This is an optimization exercise on Yosys and OpenROAD, whose aim is small area, a short achievable clock period and few clock cycles, not a production implementation. At most, simulation tests tie the RTL to the original design; equivalence was not proved. Function not checked in runs 2 to 5: the RTL went through the layout flow alone. Power figures rest on the tool's default switching activity, not on a simulated workload.

==> design/flow/design.v <==
module ge8(input [7:0] a, b, output y);
wire [7:0] g0 = a & ~b, l0 = ~a & b;
wire [3:0] g1, l1;
wire [1:0] g2, l2;
genvar i;
generate for (i = 0; i < 4; i = i + 1) begin : m1
	assign g1[i] = g0[2*i+1] | ~l0[2*i+1] & g0[2*i];
	assign l1[i] = l0[2*i+1] | ~g0[2*i+1] & l0[2*i];
end endgenerate
generate for (i = 0; i < 2; i = i + 1) begin : m2
	assign g2[i] = g1[2*i+1] | ~l1[2*i+1] & g1[2*i];
	assign l2[i] = l1[2*i+1] | ~g1[2*i+1] & l1[2*i];
end endgenerate
assign y = ~(l2[1] | ~g2[1] & l2[0]);
endmodule
module comparator_9(
	input	[7:0]	l_lo, l_md, l_hi,
	input	[7:0]	c_lo, c_md, c_hi,
	input	[7:0]	r_lo, r_md, r_hi,
	input			lc_lo, lc_md, lc_hi,
	output			cr_lo, cr_md, cr_hi,
	output	[7:0]	x, y, z
);
wire lr_lo, lr_md, lr_hi;
ge8 g0(.a(c_lo), .b(r_lo), .y(cr_lo));
ge8 g1(.a(c_md), .b(r_md), .y(cr_md));
ge8 g2(.a(c_hi), .b(r_hi), .y(cr_hi));
ge8 g3(.a(l_lo), .b(r_lo), .y(lr_lo));
ge8 g4(.a(l_md), .b(r_md), .y(lr_md));
ge8 g5(.a(l_hi), .b(r_hi), .y(lr_hi));
assign x = (lc_lo & lr_lo) ? l_lo : (!lc_lo & cr_lo) ? c_lo : r_lo;
assign y = (lc_md ^ lr_md) ? l_md : (lc_md ^ cr_md) ? r_md : c_md;
assign z = (!lc_hi & !lr_hi) ? l_hi : (lc_hi & !cr_hi) ? c_hi : r_hi;
endmodule
module med3(input [7:0] a, b, c, output [7:0] y);
wire ab, ac, bc;
ge8 g0(.a(a), .b(b), .y(ab));
ge8 g1(.a(a), .b(c), .y(ac));
ge8 g2(.a(b), .b(c), .y(bc));
assign y = (ab ^ ac) ? a : (ab ^ bc) ? c : b;
endmodule
module sort3(
	input	[7:0]	a, m, b,
	input			am, ab, mb,
	output	[7:0]	lo, md, hi,
	output			m_lo, m_hi
);
assign hi = (am & ab) ? a : (!am & mb) ? m : b;
assign lo = (!am & !ab) ? a : (am & !mb) ? m : b;
assign md = (am ^ ab) ? a : (am ^ mb) ? b : m;
assign m_hi = !am & mb;
assign m_lo = am & !mb;
endmodule
module CU(
	input						clk,
	input						rst,
	output reg	[2:0]		ph,			 
	output reg	[17:0]	rd_pair,		 
	output reg				border,		 
	output reg	[18:0]	out_address,
	output reg				out_valid
);
localparam NPAIR = 153600;            
localparam RD_START = 18'd261904;     
localparam RD_LAST  = 18'd153839;     
reg	[1:0]	warm;                       
reg	[3:0]	m15;                        
wire [17:0] opair = out_address[18:1];
wire row_first = ~|opair[17:8] & ~&opair[7:4] & ~(opair[7:4] == 4'hE & &opair[3:0]);
wire row_last = (opair[17:8] == 10'h257) & (|opair[7:4] | &opair[3:0]);
wire row_border = row_first | row_last;
wire rd_wrap = &(rd_pair | ~RD_LAST);
wire op_wrap = &(opair | ~(NPAIR - 1));
reg first;
always @(posedge clk or negedge rst) begin
	if (!rst) begin
		first <= 1'b1;
		ph <= 3'b001;
		warm <= 2'd0;
		m15 <= 4'd0;
		out_valid <= 1'b0;
	end else begin
		first <= 1'b0;
		ph <= {ph[1:0], ph[2]};
		if (ph[2] && warm != 2'd3) warm <= warm + 2'd1;
		if (ph[1] && warm == 2'd3 && &opair[3:0])
			m15 <= (m15 == 4'd14) ? 4'd0 : m15 + 4'd1;
		out_valid <= (ph[1] && warm[1]) || (ph[0] && warm == 2'd3);
	end
end
always @(posedge clk) begin
	if (first)
		rd_pair <= 18'd0;
	else if (ph[2])
		rd_pair <= rd_wrap ? RD_START : rd_pair - 18'd479;
	else
		rd_pair <= rd_pair + 18'd240;
	if (first)
		out_address[18:1] <= 18'd0;
	else if (ph[1] && warm == 2'd3)
		out_address[18:1] <= op_wrap ? 18'd0 : opair + 18'd1;
	out_address[0] <= (ph[0]);
	border <= row_border || (m15 == 4'd14 && opair[3:1] == 3'b111 && (opair[0] == ph[2]));
end
endmodule
module DU(
	input						clk,
	input			[2:0]		ph,			 
	input						border,
	input			[7:0]		q_a,
	input			[7:0]		q_b,
	output reg	[7:0]		out
);
reg [7:0] rb, b1, b2;
reg [7:0] st, sm, sb;
wire p1 = ph[1];         
wire p2 = ph[2];         
wire shift = !ph[0];     
reg s_am, s_ab, s_mb;
wire [7:0] st_n = p1 ? b2 : sm;
wire [7:0] sm_n = p1 ? b1 : sb;
wire [7:0] sb_n = p1 ? rb : q_a;    
wire am_n, ab_n, mb_n;
ge8 c0(.a(st_n), .b(sm_n), .y(am_n));
ge8 c1(.a(st_n), .b(sb_n), .y(ab_n));
ge8 c2(.a(sm_n), .b(sb_n), .y(mb_n));
always @(posedge clk) begin
	rb <= q_b; b1 <= rb; b2 <= b1;
	st <= st_n;
	sm <= sm_n;
	sb <= q_a;
	s_am <= am_n;
	s_ab <= ab_n;
	s_mb <= mb_n;
end
wire [7:0] s_b = p2 ? b1 : sb;
wire [7:0] s_lo, s_md, s_hi;
wire       s_tlo, s_thi;
sort3 srt(.a(st), .m(sm), .b(s_b), .am(s_am), .ab(s_ab), .mb(s_mb), .lo(s_lo), .md(s_md), .hi(s_hi), .m_lo(s_tlo), .m_hi(s_thi));
reg [7:0] l_lo, l_md, l_hi;
reg       lc_lo, lc_md, lc_hi;    
wire      cr_lo, cr_md, cr_hi;    
reg [7:0] c_lo, c_md, c_hi;
reg       c_tlo, c_thi;
reg [7:0] r_lo, r_md, r_hi;
reg       r_tlo, r_thi;
always @(posedge clk) begin
	if (shift) begin
		l_lo <= c_lo; l_md <= c_md; l_hi <= c_hi;
		lc_lo <= cr_lo; lc_md <= cr_md; lc_hi <= cr_hi;
		c_lo <= r_lo; c_md <= r_md; c_hi <= r_hi; c_tlo <= r_tlo; c_thi <= r_thi;
		r_lo <= s_lo; r_md <= s_md; r_hi <= s_hi; r_tlo <= s_tlo; r_thi <= s_thi;
	end
end
wire [7:0] c_mid = c_tlo ? c_lo : c_thi ? c_hi : c_md;
wire [7:0] mx_lo, md_md, mn_hi;
comparator_9 cmp(
	.l_lo(l_lo), .l_md(l_md), .l_hi(l_hi),
	.c_lo(c_lo), .c_md(c_md), .c_hi(c_hi),
	.r_lo(r_lo), .r_md(r_md), .r_hi(r_hi),
	.lc_lo(lc_lo), .lc_md(lc_md), .lc_hi(lc_hi),
	.cr_lo(cr_lo), .cr_md(cr_md), .cr_hi(cr_hi),
	.x(mx_lo), .y(md_md), .z(mn_hi)
);
reg [7:0] x, y, z;
always @(posedge clk) begin
	x <= border ? c_mid : mx_lo;
	y <= border ? c_mid : md_md;
	z <= border ? c_mid : mn_hi;
end
wire [7:0] med;
med3 m3(.a(x), .b(y), .c(z), .y(med));
always @(posedge clk) out <= med;
endmodule
module medianFilter(
	output	[7:0]		out,
	output 	[18:0]	out_address,
	output				out_valid,
	output	[18:0]	address_a,
	output	[18:0]	address_b,
	input		[7:0]		q_a,
	input		[7:0]		q_b,
	input					clk,
	input 				rst
);
wire	[2:0]	ph;
wire			border;
wire	[17:0]	rd_pair;
CU cu(
	.clk				(clk),
	.rst				(rst),
	.ph				(ph),
	.rd_pair			(rd_pair),
	.border			(border),
	.out_address	(out_address),
	.out_valid		(out_valid)
);
assign address_a = {rd_pair, 1'b0};
assign address_b = {rd_pair, 1'b1};
DU du(
	.clk				(clk),
	.ph				(ph),
	.border			(border),
	.q_a				(q_a),
	.q_b				(q_b),
	.out				(out)
);
endmodule
==> design/flow/run.sh <==
#!/bin/bash
# synth_recipe.tcl (not shown) runs the flow's synth.tcl, then flattens the netlist and writes it again
# the make line also repeats each setting of config.mk as NAME=value (left out here)
make -C /OpenROAD-flow-scripts/flow DESIGN_CONFIG=/design/flow/config.mk WORK_HOME=/design/flow/orfs CLKGATE_MAP_FILE= SYNTH_SCRIPT=/design/flow/synth_recipe.tcl finish
==> design/flow/config.mk <==
export PLATFORM = sky130hd
export DESIGN_NAME = medianFilter
export DESIGN_NICKNAME = medianFilter
export VERILOG_FILES = /design/flow/design.v
export SDC_FILE = /design/flow/constraint.sdc
export NUM_CORES = 4
export LEC_CHECK = 0
export CAP_MARGIN = 20
export CORE_MARGIN = 2
export CORE_UTILIZATION = 60
export CTS_BUF_LIST = sky130_fd_sc_hd__clkbuf_16
export CTS_CLUSTER_DIAMETER = 100
export CTS_CLUSTER_SIZE = 30
export PLACE_DENSITY = 0.75
export SETUP_SLACK_MARGIN = 4.6
export SLEW_MARGIN = 20
==> design/flow/constraint.sdc <==
create_clock -name core_clock -period 7.0 [get_ports {clk}]
set_input_delay 1.4000 -clock core_clock [delete_from_list [all_inputs] [get_ports {clk}]]
set_output_delay 1.4000 -clock core_clock [all_outputs]
set_load 0.01 [all_outputs]
==> results.txt, run 1 <==
vias in the first global route 7679; IO buf count ~80; initial antenna violation count 0; critical path arrival slightly below 1 ns; Worst Path Required roughly 5.6 ns; final worst path period share between 30 and 40%; final instance area roughly 12000 sq um; total chip power roughly 3.5 mW; number of synthesized register bits 211; final wirelength around 24 mm; Area Overhead vs Synth 16.3%; CP Capture Point out_address[1]; die height 136 um; CP Class reg2out; share of the synthesized area in the top cell type 23.3%; clock latency on the worst-skew pair about 0.46 ns; sequential fraction of the synthesis area between 40% and 50%; synthesized area 10400 sq um; Initial Utilization approximately three fifths; share of post-route cells with drive strength above 1 between 20% and 30%; CP cell instances buf_2; critical path's slowest cell dfxtp_4; fin util approximately 71%; critical path depth in cells 1; CP Buf/Inv Count 1; Mapped Cells ~1100; biggest regs cu.out_address: 19 flops, cu.rd_pair: 18 flops; Hold Vio Cnt, Final 0; Final setup viols 0; reg2reg start cu.ph[1]; Min-Delay Path Class reg2reg; post-DP HPWL 15.8 mm; area leader, netlist dfxtp_1; largest net degree at the start of global routing 80; Top FF cell, synth dfxtp_1; P_leak 4.96 nW; Achievable Freq roughly 420 MHz; ant diodes 0; VDD IR max between 0.2 and 0.3 mV; Slew @ Worst Pin 0.981 ns; Worst setup EP type output port; DR iter-0 viols roughly 710; Worst Setup SP cu.out_address[1]; GRT overflow 0; Hold Slack around 0.36 ns; count leader, synth dfxtp_1; Placed Cells between 1000 and 1500; Synth cell types between 70 and 80; Non-Filler Instances around 1400; Final GP Congestion between 0.9 and 1; total number of H-tree levels 1; Tmin final around 2.4 ns; RR Endpoint du.s_mb; Syn. warnings 2; num rows 48; Routed Antenna Nets 0; Max clock buf depth 3; r2r worst-path depth 7; most flop-heavy register cu.out_address; Sink Count roughly 210; CTS root buf clkbuf_16; crit-path max FO 3; Core Area around 17000 sq um; placed cell areas between 10000 and 15000 sq um; Power Density between 200 and 300 nW/um^2; Area contributors post-synth dfxtp_1 23%, edfxtp_1 23%, mux2i_1 6.0%; Critical Path Max Stage Delay approximately 0.37 ns; CTS Buf Count 11; setup TNS 0 ns; Layout Skew between 0.008 and 0.009 ns; DRT Pass-1 Iters 4; Clock Pin Slew Worst Setup and Hold Paths 0.11 ns; worst slack, placed approximately 3.8 ns; Die Width 136 um; status complete, no violations; DR DRC count 0; CTS tree yes; slew margin rel. between 30% and 40%; share of synthesized registers carrying an async set or reset ~5.2%; slack of the worst reg-to-reg path approximately 4.7 ns; I/O pin count 84; max reg flops 19; GRT Util Overall between 20 and 25%; Net count, final ~1200; PnR worst setup slack between 4 and 5 ns; post-DR vias/cell between 5 and 6; max-slew violations 0; max_cap viols 0; global-route wire length before repair 37.3 mm; Post-Syn Area per Cell between 9 and 10 sq um; CP Launch Type flip-flop; unrepaired setup endpoints after global routing true; vias post-DR 8120; Post-synth top cells 121 x dfxtp_1, 102 x nand2_1, 95 x inv_1; routed len/inst ~17 um; Post-synth EDFFs about 80; die area between 15000 and 20000 sq um; Crit path max-delay family flip-flops
[power breakdown]
part	internal, mW	leakage (nW)	switching [mW]
registers	1.48	2.04	0.195
clock network	0.299	0.166	0.389
logic	0.502	2.75	0.620
[final cells by class]
class                           count  area (sq um)
Sequential cell                   211          5190
Fill cell                        1316          5030
Multi-Input combinational cell    695          5020
Timing Repair Buffer              137           918
Inverter                           95           357
Tap cell                          225           282
Clock buffer                       11           275
Clock inverter                      6          46.3
[timing repair]
item,in CTS,in global routing
resized for setup,362,46
setup endpoints to repair,108,42
hold buffers,0,0
hold endpoints to repair,0,0
pin swaps,20,12
setup buffers,44,8
[cell usage in the layout (no fill, tap or decap), drive strengths merged, types with 10 or more instances in the layout]
cell type	instances
maj3	37
nand2	102
nand2b	21
xnor2	12
a21oi	29
edfxtp	79
nand3	21
nor2b	25
buf	123
o21ai	67
mux2i	62
mux2	17
o32ai	10
clkbuf	12
nor2	77
xor2	25
nor3	21
o221ai	30
dfxtp	121
inv	99
clkdlybuf4s50	10
a211oi	11
a31oi	14
[kinds of logic after synthesis]
logic type,synth area share [%]
adders and majority gates,4.68
AOI/OAI and AO/OA,15.2
xor gates and xnor gates,3.19
buffers and inverters,6.26
other,0.0723
muxes,7.81
and+or+nand+nor,13.9
DFF,48.8
[layer usage]
layer | up-vias | global-route usage (%) | routed length (um)
met2 | 224 | 42.9 | 11600
met4 | 0 | 6.89 | 667
met3 | 49 | 2.10 | 939
met5 | - | 0 | 0
met1 | 3894 | 33.8 | 10300
li1 | 3953 | - | -
[how the worst min path moves through the flow]
stage | from | cells past startpoint | slack [ns] | endpoint
final | du.b1[6] | 0 | 0.36 | du.b2[6]
after global routing | du.b1[6] | 0 | 0.37 | du.b2[6]
after CTS | du.b1[6] | 0 | 0.36 | du.b2[6]
after detailed placement | du.rb[4] | 0 | 0.34 | du.b1[4]
after global placement | du.rb[2] | 0 | 0.34 | du.b1[2]
after floorplan | du.rb[2] | 0 | 0.33 | du.b1[2]
Testbench counts, summed over its fixed seeds: cycles 1,843,232.
==> inputs of run 2 (changes only) <==
--- a/design/flow/design.v
+++ b/design/flow/design.v
@@ -145,9 +145,9 @@
 reg [7:0] r_lo, r_md, r_hi;
 reg       r_tlo, r_thi;
 always @(posedge clk) begin
+	l_lo <= c_lo; l_md <= c_md; l_hi <= c_hi;
+	lc_lo <= cr_lo; lc_md <= cr_md; lc_hi <= cr_hi;
 	if (shift) begin
-		l_lo <= c_lo; l_md <= c_md; l_hi <= c_hi;
-		lc_lo <= cr_lo; lc_md <= cr_md; lc_hi <= cr_hi;
 		c_lo <= r_lo; c_md <= r_md; c_hi <= r_hi; c_tlo <= r_tlo; c_thi <= r_thi;
 		r_lo <= s_lo; r_md <= s_md; r_hi <= s_hi; r_tlo <= s_tlo; r_thi <= s_thi;
 	end
==> results.txt, run 2 <==
Synth cell types 70 (was 72); Core Area 16400 sq um (was 17100 sq um); Post-Syn Area per Cell 9.98 sq um (was 9.83 sq um); Layout Skew 0.0151 ns (was 0.00847 ns); max_cap viols 0 (unchanged); sequential fraction of the synthesis area 48.2% (was 48.8%); Post-synth EDFFs 52 (was 79); CTS root buf clkbuf_16 (unchanged); final worst path period share 41.6% (was 33.9%); vias post-DR 7799 (was 8120); Syn. warnings 2 (unchanged); post-DR vias/cell 5.68 (was 5.88); Compound-Gate Fraction of Synth Area 12.6% (was 15.2%); post-DP HPWL 14.4 mm (was 15.8 mm); main combinational cell family by area after synthesis simple AND/OR/NAND/NOR gates (was compound AO/OA/AOI/OAI gates); Post-synth top cells 148 x dfxtp_1, 82 x nand2_1, 73 x o21ai_0 (was 121 x dfxtp_1, 102 x nand2_1, 95 x inv_1); fin util 75.3% (was 70.6%); CP cell instances buf_8, nor2b_4, o21bai_1, a222oi_1, o2bb2ai_1, maj3_2, maj3_2, maj3_2, maj3_2 (was buf_2); Area Overhead vs Synth 24.0% (was 16.3%); RR Endpoint du.s_ab (was du.s_mb); routed len/inst 16.6 um (was 17.0 um); DR iter-0 viols 549 (was 714); IO buf count 81 (unchanged); share of the synthesized area in the top cell type 29.8% (was 23.3%); critical path arrival 3.27 ns (was 0.97 ns); GRT overflow 0 (unchanged); I/O pin count 84 (unchanged); placed cell areas 10900 sq um (was 11200 sq um); number of synthesized register bits 211 (unchanged); area leader, netlist dfxtp_1 (unchanged); num rows 47 (was 48); DR DRC count 0 (unchanged); mux contribution to synthesized area 10.8% (was 7.81%); CP Launch Type primary input (was flip-flop); Tmin final 2.91 ns (was 2.37 ns); DRT Pass-1 Iters 6 (was 4); Final setup viols 0 (unchanged); CP Capture Point du.s_ab (was out_address[1]); final wirelength 22.7 mm (was 23.5 mm); simple-gate share of the synthesized area 14.0% (was 13.9%); CTS Buf Count 11 (unchanged); Mapped Cells 997 (was 1057); Synth Area in XOR/XNOR 3.51% (was 3.19%); share of post-route cells with drive strength above 1 29.4% (was 22.9%); Final GP Congestion 0.870 (was 0.957); crit-path max FO 2 (was 3); Slew @ Worst Pin 0.626 ns (was 0.981 ns); CP Class in2reg (was reg2out); Achievable Freq 344 MHz (was 422 MHz); Die Width 133 um (was 136 um); count leader, synth dfxtp_1 (unchanged); Net count, final 1177 (was 1178); Worst Setup SP q_a[0] (was cu.out_address[1]); Min-Delay Path Class reg2reg (unchanged); unrepaired setup endpoints after global routing true (unchanged); clock latency on the worst-skew pair 0.46 ns (about the same); CTS Hold Bufs 0 (unchanged); Power Density 293 nW/um^2 (was 288 nW/um^2); CTS tree yes (unchanged); Area contributors post-synth dfxtp_1 30%, edfxtp_1 16%, mux2i_1 6.9% (was dfxtp_1 23%, edfxtp_1 23%, mux2i_1 6.0%); status complete, no violations (unchanged); initial antenna violation count 0 (unchanged); Top FF cell, synth dfxtp_1 (unchanged); Critical Path Max Stage Delay 0.31 ns (was 0.37 ns); die area 17600 sq um (was 18400 sq um); slew margin rel. 58.3% (was 34.6%); setup TNS 0 ns (unchanged); Placed Cells 1247 (was 1311); Routed Antenna Nets 0 (unchanged); commonest non-fill, non-tap cells in the layout 107 x dfxtp_1, 85 x buf_4, 81 x nand2_1 (was 102 x nand2_1, 95 x inv_1, 83 x dfxtp_1); Sink Count 211 (unchanged); Clock Pin Slew Worst Setup and Hold Paths 0.11 ns (about the same); Non-Filler Instances 1374 (was 1380); reg2reg start cu.ph[1] (unchanged); global-route wire length before repair 35.9 mm (was 37.3 mm); Max clock buf depth 3 (unchanged); max reg flops 19 (unchanged); ant diodes 0 (unchanged); PnR worst setup slack 4.09 ns (was 4.63 ns); slack of the worst reg-to-reg path 4.29 ns (was 4.65 ns); biggest regs cu.out_address: 19 flops, cu.rd_pair: 18 flops (unchanged); Initial Utilization 60.7% (about the same); synthesized area 9950 sq um (was 10400 sq um); r2r worst-path depth 8 (was 7); worst slack, placed 3.17 ns (was 3.77 ns); Crit path max-delay family adder cells (was flip-flops); final instance area 12300 sq um (was 12100 sq um); die height 133 um (was 136 um); most common cell after layout, fill and taps aside dfxtp_1 (was nand2_1); critical path depth in cells 9 (was 1); vias in the first global route 7317 (was 7679); Worst setup EP type flip-flop (was output port); most used cell, CP maj3_2; CP Buf/Inv Count 1 (unchanged); P_leak 5.26 nW (was 4.96 nW); largest net degree at the start of global routing 53 (was 80); max-slew violations 0 (unchanged); Hold Vio Cnt, Final 0 (unchanged); GRT Util Overall 24.5% (was 24.9%); VDD IR max 0.252 mV (was 0.258 mV); critical path's slowest cell maj3_2 (was dfxtp_4); total number of H-tree levels 1 (unchanged); most flop-heavy register cu.out_address (unchanged); share of synthesized registers carrying an async set or reset 5.21% (unchanged); Synth Area in Adders 5.42% (was 4.68%); Worst Path Required 7.36 ns (was 5.60 ns)
run 2: cell count changes in the layout (fill, tap and decap cells not counted), sizes merged, moves of 9 or more:
| cell | previous run | this run |
|---|---|---|
| inv | 99 | 72 |
| nand2b | 21 | 42 |
| nor2 | 77 | 59 |
| o32ai | 10 | 0 |
| mux2 | 17 | 34 |
| dfxtp | 121 | 148 |
| buf | 123 | 172 |
| edfxtp | 79 | 52 |
| nor2b | 25 | 16 |
| nand2 | 102 | 82 |
| o221ai | 30 | 4 |
run 2: routing by layer:
metal  vias to the layer above  wire length, um  GRT usage, %
li1                       3830                -             -
met1                      3697             9680          32.3
met2                       219            11400          42.8
met3                        53              866          2.03
met4                         0              759          7.89
met5                         -                0             0
run 2: worst register-to-register path, cell delays in order, from the launching register on:
cell,delay [ns]
dfrtp_2,0.42
buf_12,0.14
mux2_2,0.40
a222oi_1,0.34
o2bb2ai_1,0.12
maj3_2,0.30
maj3_2,0.29
maj3_2,0.31
maj3_2,0.30
run 2: worst min-delay path by stage:
stage          cells after the start       end      from
2_1_floorplan                      0  du.b1[4]  du.rb[4]
3_3_place_gp                       0  du.b1[4]  du.rb[4]
3_5_place_dp                       0  du.b1[4]  du.rb[4]
4_1_cts                            0  du.b1[4]  du.rb[4]
5_1_grt                            0  du.b2[7]  du.b1[7]
6_report                           0  du.b1[4]  du.rb[4]
run 2: cells by family (layout without fill, tap and decap cells):
family | after synthesis | after routing
and+or+nand+nor | 282 | 282
buffers and inverters | 120 | 276
DFF | 211 | 211
adders and majority gates | 51 | 51
other | 2 | 3
muxes | 103 | 103
AOI/OAI and AO/OA | 189 | 189
xor gates and xnor gates | 39 | 39
run 2: repair_timing:
item	CTS	global route
cloned	0	1
resized for setup	393	31
pin swaps	34	33
endpoints found under the setup margin	112	67
buffers inserted	68	40
run 2: final cells by class:
type                       count  area (sq um)
multi-input combinational    667          4980
inverter                      66           248
timing repair buffer         193          1610
tap                          220           275
fill                        1126          4060
sequential                   211          4920
clock buffer                  11           275
clock inverter                 6          45.0
run 2: where the power goes:
group	switching [mW]	internal, mW	total, mW	leakage (nW)
clock network	0.392	0.300	0.692	0.169
registers	0.199	1.46	1.66	1.97
logic	0.585	0.681	1.27	3.12
run 2: stage by stage:
stage	hold slack, ns	total power [mW]
after global placement	0.332	2.71
after CTS	0.353	3.57
after global routing	0.352	3.81
after floorplan	0.326	2.45
after detailed placement	0.332	2.73
final	0.352	3.61
==> inputs of run 3 (changes only) <==
--- a/design/flow/config.mk
+++ b/design/flow/config.mk
@@ -14,3 +14,4 @@
 export PLACE_DENSITY = 0.75
 export SETUP_SLACK_MARGIN = 4.6
 export SLEW_MARGIN = 20
+export SYNTH_HIERARCHICAL = 1
==> results.txt, run 3 <==
Synth cell types 70 (unchanged); slew margin rel. 41.5% (was 58.3%); CTS Buf Count 11 (unchanged); biggest regs cu.out_address: 19 flops, cu.rd_pair: 18 flops (unchanged); Final GP Congestion 0.854 (was 0.870); sequential fraction of the synthesis area 41.7% (was 48.2%); P_leak 5.30 nW (was 5.26 nW); total number of H-tree levels 1 (unchanged); fin util 70.8% (was 75.3%); crit-path max FO 2 (unchanged); Top FF cell, synth dfxtp_1 (unchanged); switching power 1.77 mW (was 1.18 mW); Area contributors post-synth dfxtp_1 26%, edfxtp_1 14%, mux2i_1 4.3% (was dfxtp_1 30%, edfxtp_1 16%, mux2i_1 6.9%); Clock Pin Slew Worst Setup and Hold Paths 0.11 ns (about the same); DR iter-0 viols 657 (was 549); number of synthesized register bits 211 (unchanged); slack of the worst reg-to-reg path 4.56 ns (was 4.29 ns); commonest non-fill, non-tap cells in the layout 106 x dfxtp_1, 76 x buf_4, 66 x nand2_1 (was 107 x dfxtp_1, 85 x buf_4, 81 x nand2_1); Sw Ratio 38.7% (was 32.6%); vias in the first global route 8595 (was 7317); Achievable Freq 406 MHz (was 344 MHz); Max clock buf depth 3 (unchanged); Final setup viols 0 (unchanged); share of the synthesized area in the top cell type 25.7% (was 29.8%); max reg flops 19 (unchanged); RR Endpoint cu.rd_pair[17] (was du.s_ab); Comb pwr share 45.2% (was 35.0%); Tmin final 2.46 ns (was 2.91 ns); hold path start du.rb[1] (was du.rb[4]); GRT overflow 0 (unchanged); die height 143 um (was 133 um); post-DR vias/cell 5.99 (was 5.68); Net count, final 1318 (was 1177); unrepaired setup endpoints after global routing true (unchanged); clock latency on the worst-skew pair 0.46 ns (about the same); setup TNS 0 ns (unchanged); initial antenna violation count 0 (unchanged); Hold Vio Cnt, Final 0 (unchanged); r2r worst-path depth 6 (was 8); Sequential Power Share 39.1% (was 45.8%); final wirelength 26.6 mm (was 22.7 mm); Initial Utilization 61.3% (was 60.7%); Core Area 18800 sq um (was 16400 sq um); reg2reg start cu.rd_pair[11] (was cu.ph[1]); Hold Slack 0.348 ns (was 0.352 ns); num rows 50 (was 47); Worst setup EP type output port (was flip-flop); DRT Pass-1 Iters 5 (was 6); synthesized area 11500 sq um (was 9950 sq um); share of synthesized registers carrying an async set or reset 5.21% (unchanged); Layout Skew 0.0129 ns (was 0.0151 ns); Area Overhead vs Synth 15.5% (was 24.0%); max_cap viols 0 (unchanged); critical path arrival 1.06 ns (was 3.27 ns); Worst Path Required 5.60 ns (was 7.36 ns); Slew @ Worst Pin 0.877 ns (was 0.626 ns); Syn. warnings 8 (was 2); CTS tree yes (unchanged); Die Width 143 um (was 133 um); final worst path period share 35.2% (was 41.6%); Filler Cells Inserted 1403 (was 1126); Min-Delay Path Class reg2reg (unchanged); Mapped Cells 1186 (was 997); max-slew violations 0 (unchanged); count leader, synth dfxtp_1 (unchanged); ant diodes 0 (unchanged); Routed Antenna Nets 0 (unchanged); die area 20300 sq um (was 17600 sq um); Non-Filler Instances 1529 (was 1374); Post-synth EDFFs 52 (unchanged); Int Power 2.81 mW (was 2.44 mW); area leader, netlist dfxtp_1 (unchanged); Sink Count 211 (unchanged); Hold Path End du.b1[1] (was du.b1[4]); status complete, no violations (unchanged); share of post-route cells with drive strength above 1 29.9% (was 29.4%); vias post-DR 9160 (was 7799); Post-synth top cells 148 x dfxtp_1, 66 x nand2_1, 61 x inv_1 (was 148 x dfxtp_1, 82 x nand2_1, 73 x o21ai_0); DR DRC count 0 (unchanged); Post-Syn Area per Cell 9.71 sq um (was 9.98 sq um); most flop-heavy register cu.out_address (unchanged); CTS Hold Bufs 0 (unchanged); routed len/inst 17.4 um (was 16.6 um); CP Class reg2out (was in2reg); most common cell after layout, fill and taps aside dfxtp_1 (unchanged); Placed Cells 1425 (was 1247); GRT Util Overall 25.2% (was 24.5%); CP Launch Type flip-flop (was primary input); I/O pin count 84 (unchanged); largest net degree at the start of global routing 53 (unchanged); VDD IR max 0.182 mV (was 0.252 mV); CTS root buf clkbuf_16 (unchanged); global-route wire length before repair 42.5 mm (was 35.9 mm); Power Density 344 nW/um^2 (was 293 nW/um^2); Clk network pwr share 15.6% (was 19.2%); IO buf count 81 (unchanged); post-DP HPWL 17.5 mm (was 14.4 mm); WHS Path Cells 0 (unchanged)
run 3: cell families (layout without fill, tap and decap cells):
logic type,Yosys count,after routing,share of synthesized area (%)
simple gates,359,359,18.7
compound gates,327,327,19.9
flops,211,211,41.7
buf+inv,156,265,7.56
mux,85,85,7.78
xor+xnor,24,24,2.15
fa+ha+maj,21,21,2.15
other cells,3,3,0.0978
run 3: power by group through the flow:
stage          logic [mW]  clock network [mW]  registers [mW]
2_1_floorplan        1.49                   0            1.69
3_3_place_gp         1.61                   0            1.82
3_5_place_dp         1.68                   0            1.83
4_1_cts              1.80               0.724            1.78
5_1_grt              2.24               0.766            1.83
6_report             2.07               0.714            1.79
run 3: area by class of cell:
cell class	count	area (sq um)	area share, %
tap	234	293	2.20
inverter	74	278	2.09
clock buffer	12	300	2.26
clock inverter	5	36.3	0.273
timing repair buffer	174	1310	9.88
multi-input combinational	819	6150	46.2
sequential	211	4930	37.1
run 3: what timing repair did:
| action | in CTS | in global routing |
|---|---|---|
| endpoints found under the setup margin | 110 | 51 |
| setup buffers | 57 | 28 |
| resized for setup | 337 | 53 |
| cloned | 0 | 1 |
| pin swaps | 7 | 23 |
run 3: metal layers:
metal  GRT usage, %  part of all wire, %
met2           43.0                   48
met3           2.49                  3.9
met5              0                    0
met4           7.82                  2.7
met1           34.1                   45
run 3: worst max path at each step:
stage / startpoint / end / slack [ns] / depth (start not counted)
global route: du.r_md[4] / du.y[3] / 4.43 / 11
finish: cu.rd_pair[11] / address_b[12] / 4.54 / 2
detailed placement: q_a[4] / du.s_ab / 4.07 / 6
global placement: q_a[4] / du.s_ab / 4.12 / 6
floorplan: q_a[4] / du.s_ab / 4.67 / 5
CTS: cu.rd_pair[6] / address_a[7] / 4.48 / 1
run 3: through the flow:
stage / power [mW] / worst slack (ns) / area (sq um)
6_report: 4.58 / 4.54 / 13300
4_1_cts: 4.30 / 4.48 / 12800
5_1_grt: 4.84 / 4.43 / 13300
3_5_place_dp: 3.51 / 4.07 / 12100
2_1_floorplan: 3.18 / 4.67 / 11500
3_3_place_gp: 3.43 / 4.12 / 12100
run 3: modules after synthesis, one instance, submodules excluded:
| module | flip-flops and latches | cells | times used | cell area [sq um] |
|---|---|---|---|---|
| sort3 | 0 | 85 | 1 | 579 |
| medianFilter | 0 | 22 | 1 | 158 |
| comparator_9 | 0 | 137 | 1 | 970 |
| CU | 49 | 305 | 1 | 2590 |
| DU | 162 | 272 | 1 | 4690 |
| ge8 | 0 | 25 | 12 | 170 |
| med3 | 0 | 65 | 1 | 484 |
run 3: worst max-delay path, stage by stage, from the launching register on:
cell and delay [ns]:
dfxtp_4 0.37, buf_6 0.12, buf_6 0.11
==> inputs of run 4 (changes only) <==
--- a/design/flow/config.mk
+++ b/design/flow/config.mk
@@ -5,6 +5,7 @@
 export SDC_FILE = /design/flow/constraint.sdc
 export NUM_CORES = 4
 export LEC_CHECK = 0
+export ABC_AREA = 1
 export CAP_MARGIN = 20
 export CORE_MARGIN = 2
 export CORE_UTILIZATION = 60
@@ -14,4 +15,3 @@
 export PLACE_DENSITY = 0.75
 export SETUP_SLACK_MARGIN = 4.6
 export SLEW_MARGIN = 20
-export SYNTH_HIERARCHICAL = 1
==> results.txt, run 4 <==
Achievable Freq 408 MHz (was 406 MHz); share of synthesized registers carrying an async set or reset 5.21% (unchanged); Filler Cells Inserted 1487 (was 1403); Tmin final 2.45 ns (was 2.46 ns); commonest non-fill, non-tap cells in the layout 426 x nand2_1, 210 x inv_1, 143 x nand3_1 (was 106 x dfxtp_1, 76 x buf_4, 66 x nand2_1); critical path arrival 1.05 ns (was 1.06 ns); area leader, netlist dfxtp_1 (unchanged); Mapped Cells 1475 (was 1186); I/O pin count 84 (unchanged); setup TNS 0 ns (unchanged); routed len/inst 14.0 um (was 17.4 um); VDD IR max 0.283 mV (was 0.182 mV); Final setup viols 0 (unchanged); GRT overflow 0 (unchanged); Final GP Congestion 0.913 (was 0.854); Layout Skew 0.0122 ns (was 0.0129 ns); Hold Path End du.b2[5] (was du.b1[1]); Clk network pwr share 18.6% (was 15.6%); status complete, no violations (unchanged); clock latency on the worst-skew pair 0.46 ns (about the same); largest net degree at the start of global routing 54 (was 53); Max clock buf depth 3 (unchanged); vias post-DR 9615 (was 9160); total number of H-tree levels 1 (unchanged); die height 137 um (was 143 um); ant diodes 0 (unchanged); count leader, synth nand2_1 (was dfxtp_1); Syn. warnings 2 (was 8); CTS root buf clkbuf_16 (unchanged); Net count, final 1595 (was 1318); Die Width 137 um (was 143 um); die area 18800 sq um (was 20300 sq um); post-DP HPWL 18.0 mm (was 17.5 mm); Area Overhead vs Synth 12.3% (was 15.5%); Comb pwr share 36.4% (was 45.2%); worst slack, placed 4.11 ns (was 4.07 ns); sequential fraction of the synthesis area 45.1% (was 41.7%); r2r worst-path depth 10 (was 6); slack of the worst reg-to-reg path 4.84 ns (was 4.56 ns); unrepaired setup endpoints after global routing true (unchanged); Int Power 2.26 mW (was 2.81 mW); num rows 48 (was 50); total chip power 3.75 mW (was 4.58 mW); final wirelength 25.1 mm (was 26.6 mm); CTS Buf Count 11 (unchanged); synthesized area 10600 sq um (was 11500 sq um); Routed Antenna Nets 0 (unchanged); CP Launch Type flip-flop (unchanged); Clock Pin Slew Worst Setup and Hold Paths 0.11 ns (about the same); DR DRC count 0 (unchanged); switching power 1.49 mW (was 1.77 mW); number of synthesized register bits 211 (unchanged); share of post-route cells with drive strength above 1 13.4% (was 29.9%); most flop-heavy register cu.out_address (unchanged); final worst path period share 35.0% (was 35.2%); Worst Path Required 5.60 ns (about the same); slew margin rel. 37.3% (was 41.5%); PnR worst setup slack 4.55 ns (was 4.54 ns); CP Class reg2out (unchanged); Slew @ Worst Pin 0.940 ns (was 0.877 ns); Worst setup EP type output port (unchanged); biggest regs cu.out_address: 19 flops, cu.rd_pair: 18 flops (unchanged); hold path start du.b1[5] (was du.rb[1]); IO buf count 81 (unchanged); share of the synthesized area in the top cell type 27.8% (was 25.7%); max-slew violations 0 (unchanged); Top FF cell, synth dfxtp_1 (unchanged); Core Area 17300 sq um (was 18800 sq um); Sequential Power Share 45.1% (was 39.1%); Sw Ratio 39.7% (was 38.7%); Min-Delay Path Class reg2reg (unchanged); WHS Path Cells 0 (unchanged); CTS tree yes (unchanged); Synth cell types 54 (was 70); max reg flops 19 (unchanged); P_leak 5.85 nW (was 5.30 nW); RR Endpoint cu.rd_pair[14] (was cu.rd_pair[17]); GRT Util Overall 26.5% (was 25.2%); Power Density 313 nW/um^2 (was 344 nW/um^2); post-DR vias/cell 5.35 (was 5.99); Post-synth EDFFs 52 (unchanged); Area contributors post-synth dfxtp_1 28%, nand2_1 15%, edfxtp_1 15% (was dfxtp_1 26%, edfxtp_1 14%, mux2i_1 4.3%); max_cap viols 0 (unchanged); DR iter-0 viols 787 (was 657); most common cell after layout, fill and taps aside nand2_1 (was dfxtp_1); Initial Utilization 61.6% (was 61.3%); DRT Pass-1 Iters 5 (unchanged); crit-path max FO 2 (unchanged); reg2reg start cu.rd_pair[0] (was cu.rd_pair[11]); Sink Count 211 (unchanged); Hold Vio Cnt, Final 0 (unchanged); Post-synth top cells 426 x nand2_1, 208 x inv_1, 148 x dfxtp_1 (was 148 x dfxtp_1, 66 x nand2_1, 61 x inv_1); initial antenna violation count 0 (unchanged); Post-Syn Area per Cell 7.22 sq um (was 9.71 sq um); global-route wire length before repair 40.8 mm (was 42.5 mm); vias in the first global route 8575 (was 8595)
run 4: cell types whose count changed in the layout (fill, tap and decap cells not counted), moves of 44 or more:
cell / delta
inv_1: +148
mux2i_1: -49
nand2_1: +360
nand3_1: +121
nor2_1: +44
o21ai_0: +88
run 4: repair_timing:
action / CTS / global route
hold buffers: 0 / 0
buffers inserted: 41 / 1
gates cloned: 0 / 0
gates resized for setup: 328 / 6
endpoints found under the setup margin: 65 / 8
endpoints found under the hold margin: 0 / 0
run 4: area by class of cell:
class	instances	area [sq um]	area share, %
Clock buffer	11	275	2.30
Sequential cell	211	4920	41.1
Clock inverter	6	47.5	0.398
Timing Repair Buffer	125	856	7.16
Multi-Input combinational cell	1004	4770	39.9
Inverter	215	808	6.76
Tap cell	225	282	2.35
run 4: power groups by stage:
| stage | combinational, mW | clock (mW) | sequential [mW] |
|---|---|---|---|
| 4_1_cts | 1.35 | 0.716 | 1.68 |
| 2_1_floorplan | 1.04 | 0 | 1.66 |
| 6_report | 1.36 | 0.695 | 1.69 |
| 3_5_place_dp | 1.35 | 0 | 1.73 |
| 5_1_grt | 1.56 | 0.753 | 1.72 |
| 3_3_place_gp | 1.33 | 0 | 1.72 |
run 4: logic make-up after synthesis:
logic type / after synthesis / share of synthesized area [%]
and+or+nand+nor: 737 / 29.6
DFF: 211 / 45.1
adders and majority gates: 9 / 1.06
xor gates and xnor gates: 20 / 1.65
muxes: 1 / 0.106
other: 2 / 0.0705
buffers and inverters: 261 / 10.3
AOI/OAI and AO/OA: 234 / 12.1
run 4: worst max-delay path by stage:
stage / startpoint / to / slack (ns) / cells after the start
3_3_place_gp: q_a[7] / du.s_mb / 4.17 / 7
5_1_grt: cu.rd_pair[8] / address_a[9] / 4.52 / 2
3_5_place_dp: q_a[7] / du.s_mb / 4.11 / 7
4_1_cts: cu.rd_pair[8] / address_a[9] / 4.54 / 2
2_1_floorplan: q_a[7] / du.s_mb / 4.68 / 6
6_report: cu.rd_pair[11] / address_b[12] / 4.55 / 2
run 4: per-stage QoR:
stage,cell area [sq um],instances,hold WS [ns],util [%]
after global routing,12000,1797,0.367,69.1
after detailed placement,11500,1738,0.336,66.3
after floorplan,10700,1476,0.326,-
final,12000,1797,0.358,69.1
after CTS,11900,1796,0.358,68.9
after global placement,11500,1738,0.335,66.3
run 4: worst max-delay path: stages, from the launching register on:
cell	delay, ns
dfxtp_4	0.37
buf_6	0.12
buf_6	0.11
run 4: per-layer routing:
layer  track usage [%]  share of wire (%)
met4              7.04                2.5
met1              36.3                 45
met2              44.6                 47
met3              3.09                5.0
met5                 0                  0
==> inputs of run 5 (changes only) <==
--- a/design/flow/config.mk
+++ b/design/flow/config.mk
@@ -13,5 +13,5 @@
 export CTS_CLUSTER_DIAMETER = 100
 export CTS_CLUSTER_SIZE = 30
 export PLACE_DENSITY = 0.75
-export SETUP_SLACK_MARGIN = 4.6
+export SETUP_SLACK_MARGIN = 4.7
 export SLEW_MARGIN = 20
==> results.txt, run 5 <==
global-route wire length before repair 39.6 mm (was 40.8 mm); CTS tree yes (unchanged); critical path arrival 1.06 ns (was 1.05 ns); Initial Utilization 61.6% (unchanged); worst slack, placed 4.15 ns (was 4.11 ns); max-slew violations 0 (unchanged); Post-Syn Area per Cell 7.22 sq um (unchanged); Hold Slack 0.354 ns (was 0.358 ns); count leader, synth nand2_1 (unchanged); vias in the first global route 8365 (was 8575); DR DRC count 0 (unchanged); Die Width 137 um (unchanged); GRT Util Overall 25.9% (was 26.5%); setup TNS 0 ns (unchanged); CP Launch Type flip-flop (unchanged); synthesized area 10600 sq um (unchanged); commonest non-fill, non-tap cells in the layout 424 x nand2_1, 209 x inv_1, 143 x nand3_1 (was 426 x nand2_1, 210 x inv_1, 143 x nand3_1); Placed Cells 1738 (unchanged); Achievable Freq 406 MHz (was 408 MHz); Clock Pin Slew Worst Setup and Hold Paths 0.11 ns (about the same); DRT Pass-1 Iters 8 (was 5); final worst path period share 35.2% (was 35.0%); Mapped Cells 1475 (unchanged); post-DP HPWL 17.8 mm (was 18.0 mm); vias post-DR 9531 (was 9615); PnR worst setup slack 4.54 ns (was 4.55 ns); Worst setup EP type output port (unchanged); biggest regs cu.out_address: 19 flops, cu.rd_pair: 18 flops (unchanged); Core Area 17300 sq um (unchanged); multi-input combinational cell area 4810 sq um (was 4770 sq um); Area contributors post-synth dfxtp_1 28%, nand2_1 15%, edfxtp_1 15% (unchanged); Min-Delay Path Class reg2reg (unchanged); Max clock buf depth 3 (unchanged); CTS Hold Bufs 0 (unchanged); fin util 71.2% (was 69.1%); crit-path max FO 2 (unchanged); CTS Buf Count 11 (unchanged); IO buf count 81 (unchanged); I/O pin count 84 (unchanged); Final setup viols 0 (unchanged); total number of H-tree levels 1 (unchanged); CP cell instances buf_6, buf_6 (unchanged); slew margin rel. 29.8% (was 37.3%); max reg flops 19 (unchanged); status complete, no violations (unchanged); Critical Path Max Stage Delay 0.37 ns (about the same); CP Class reg2out (unchanged); Sink Count 211 (unchanged); share of post-route cells with drive strength above 1 14.0% (was 13.4%); initial antenna violation count 0 (unchanged); DR iter-0 viols 843 (was 787); die height 137 um (unchanged); share of the synthesized area in the top cell type 27.8% (unchanged); critical path's slowest cell dfxtp_4 (unchanged); most used cell, CP buf_6 (unchanged); post-DR vias/cell 5.30 (was 5.35); Routed Antenna Nets 0 (unchanged); most flop-heavy register cu.out_address (unchanged); most common cell after layout, fill and taps aside nand2_1 (unchanged); number of synthesized register bits 211 (unchanged); share of synthesized registers carrying an async set or reset 5.21% (unchanged); VDD IR max 0.267 mV (was 0.283 mV); num rows 48 (unchanged); Non-Filler Instances 1798 (was 1797); placed cell areas 11500 sq um (about the same); max_cap viols 0 (unchanged); Syn. warnings 2 (unchanged); P_leak 5.90 nW (was 5.85 nW); GRT overflow 0 (unchanged); largest net degree at the start of global routing 54 (unchanged); Synth cell types 54 (unchanged); final instance area 12300 sq um (was 12000 sq um); clock latency on the worst-skew pair 0.47 ns (was 0.46 ns); Post-synth EDFFs 52 (unchanged); Crit path max-delay family flip-flops (unchanged); Final GP Congestion 0.903 (was 0.913); FF+latch area 4910 sq um (was 4920 sq um); Tmin final 2.46 ns (was 2.45 ns); Power Density 305 nW/um^2 (was 313 nW/um^2); CTS root buf clkbuf_16 (unchanged); Area Overhead vs Synth 15.7% (was 12.3%); Slew @ Worst Pin 1.05 ns (was 0.940 ns); routed len/inst 13.7 um (was 14.0 um); CP Buf/Inv Count 2 (unchanged); total chip power 3.75 mW (about the same); ant diodes 0 (unchanged); Top FF cell, synth dfxtp_1 (unchanged); unrepaired setup endpoints after global routing true (unchanged); die area 18800 sq um (unchanged); area leader, netlist dfxtp_1 (unchanged); final wirelength 24.6 mm (was 25.1 mm); Layout Skew 0.0132 ns (was 0.0122 ns); Hold Vio Cnt, Final 0 (unchanged); sequential fraction of the synthesis area 45.1% (unchanged); Worst Path Required 5.60 ns (about the same); Filler Cells Inserted 1427 (was 1487); Net count, final 1596 (was 1595); Post-synth top cells 426 x nand2_1, 208 x inv_1, 148 x dfxtp_1 (unchanged)
[run 5: cell types whose count changed in the layout (fill, tap and decap cells not counted), moves of 4 or more]
| cell | before | now |
|---|---|---|
| buf_2 | 59 | 7 |
| buf_6 | 6 | 58 |
| dfxtp_2 | 11 | 15 |
| o21ai_0 | 128 | 123 |
| o21ai_1 | 10 | 14 |
[run 5: routing by layer]
| layer | global-route usage [%] | wire length (um) | vias up |
|---|---|---|---|
| met5 | 0 | 0 | - |
| met3 | 2.80 | 1250 | 42 |
| met1 | 35.1 | 10900 | 4246 |
| met4 | 6.93 | 557 | 0 |
| met2 | 44.2 | 11900 | 303 |
| li1 | - | - | 4940 |
[run 5: cell type report]
type	count	share of cell area (%)
Sequential cell	211	39.9
Clock buffer	11	2.23
Multi-Input combinational cell	1004	39.0
Timing Repair Buffer	126	9.67
Clock inverter	6	0.345
Inverter	215	6.55
Tap cell	225	2.28
[run 5: final timing paths]
check	slack (ns)	end	startpoint	depth (start not counted)
max	4.54	address_b[12]	cu.rd_pair[11]	2
min	0.35	du.b1[1]	du.rb[1]	0
max reg2reg	4.89	cu.rd_pair[14]	cu.rd_pair[5]	15
min reg2reg	0.35	du.b1[1]	du.rb[1]	0
max in group asynchronous	5.41	cu.ph[0]	rst	1
min in group asynchronous	1.24	cu.m15[0]	rst	1
[run 5: timing repair]
action                     CTS  global route
cloned                       0             0
resized for setup          368            32
setup endpoints to repair   66            67
setup buffers               40             3
pin swaps                    2             7
[run 5: cell families (layout without fill, tap and decap cells)]
group | count (synthesis) | count (layout) | share of synthesized area (%)
flip-flops | 211 | 211 | 45.1
other | 2 | 3 | 0.0705
adder cells (fa/ha/maj) | 9 | 9 | 1.06
buffers and inverters | 261 | 358 | 10.3
multiplexers | 1 | 1 | 0.106
AO/OA/AOI/OAI | 234 | 234 | 12.1
AND/OR/NAND/NOR | 737 | 737 | 29.6
XOR/XNOR | 20 | 20 | 1.65
[run 5: power breakdown]
group          internal, mW  switching [mW]
Clock                 0.298           0.391
Sequential             1.49           0.201
Combinational         0.488           0.883

re-timing with driven ports:
Ports are ideal in the flow. The routed layouts listed here were re-timed in OpenROAD.
Step 1 (the two cells are an assumption about what drives the block):
set clk [get_ports {clk}]
set_driving_cell -lib_cell sky130_fd_sc_hd__clkbuf_16 $clk
set_driving_cell -lib_cell sky130_fd_sc_hd__buf_2 [delete_from_list [all_inputs] $clk]
Step 2 times the ports against the registers' clock, not the clock port: input delays grow and output delays shrink by t, the midpoint of the rising clock arrivals with the driver on.
Slacks: ideal / step 1 / step 2; pairs: ideal / step 1.
run	t, ns	slack for setup (ns)	latest minus earliest clock arrival (ns)	pins driven straight from the clock port
run 1	0.496	4.630 / 4.588 / 4.170	0.011 / 0.011	1
run 2	0.504	4.091 / 4.055 / 3.580	0.018 / 0.018	1
run 3	0.500	4.538 / 4.494 / 4.164	0.018 / 0.019	1
run 4	0.501	4.548 / 4.507 / 4.169	0.018 / 0.018	1
run 5	0.507	4.539 / 4.498 / 4.271	0.014 / 0.014	1
After both steps setup and hold are still met in every run listed. The setup slack of run 2, which loses most, moves by -0.036 ns with the drivers and by -0.511 ns with both steps.
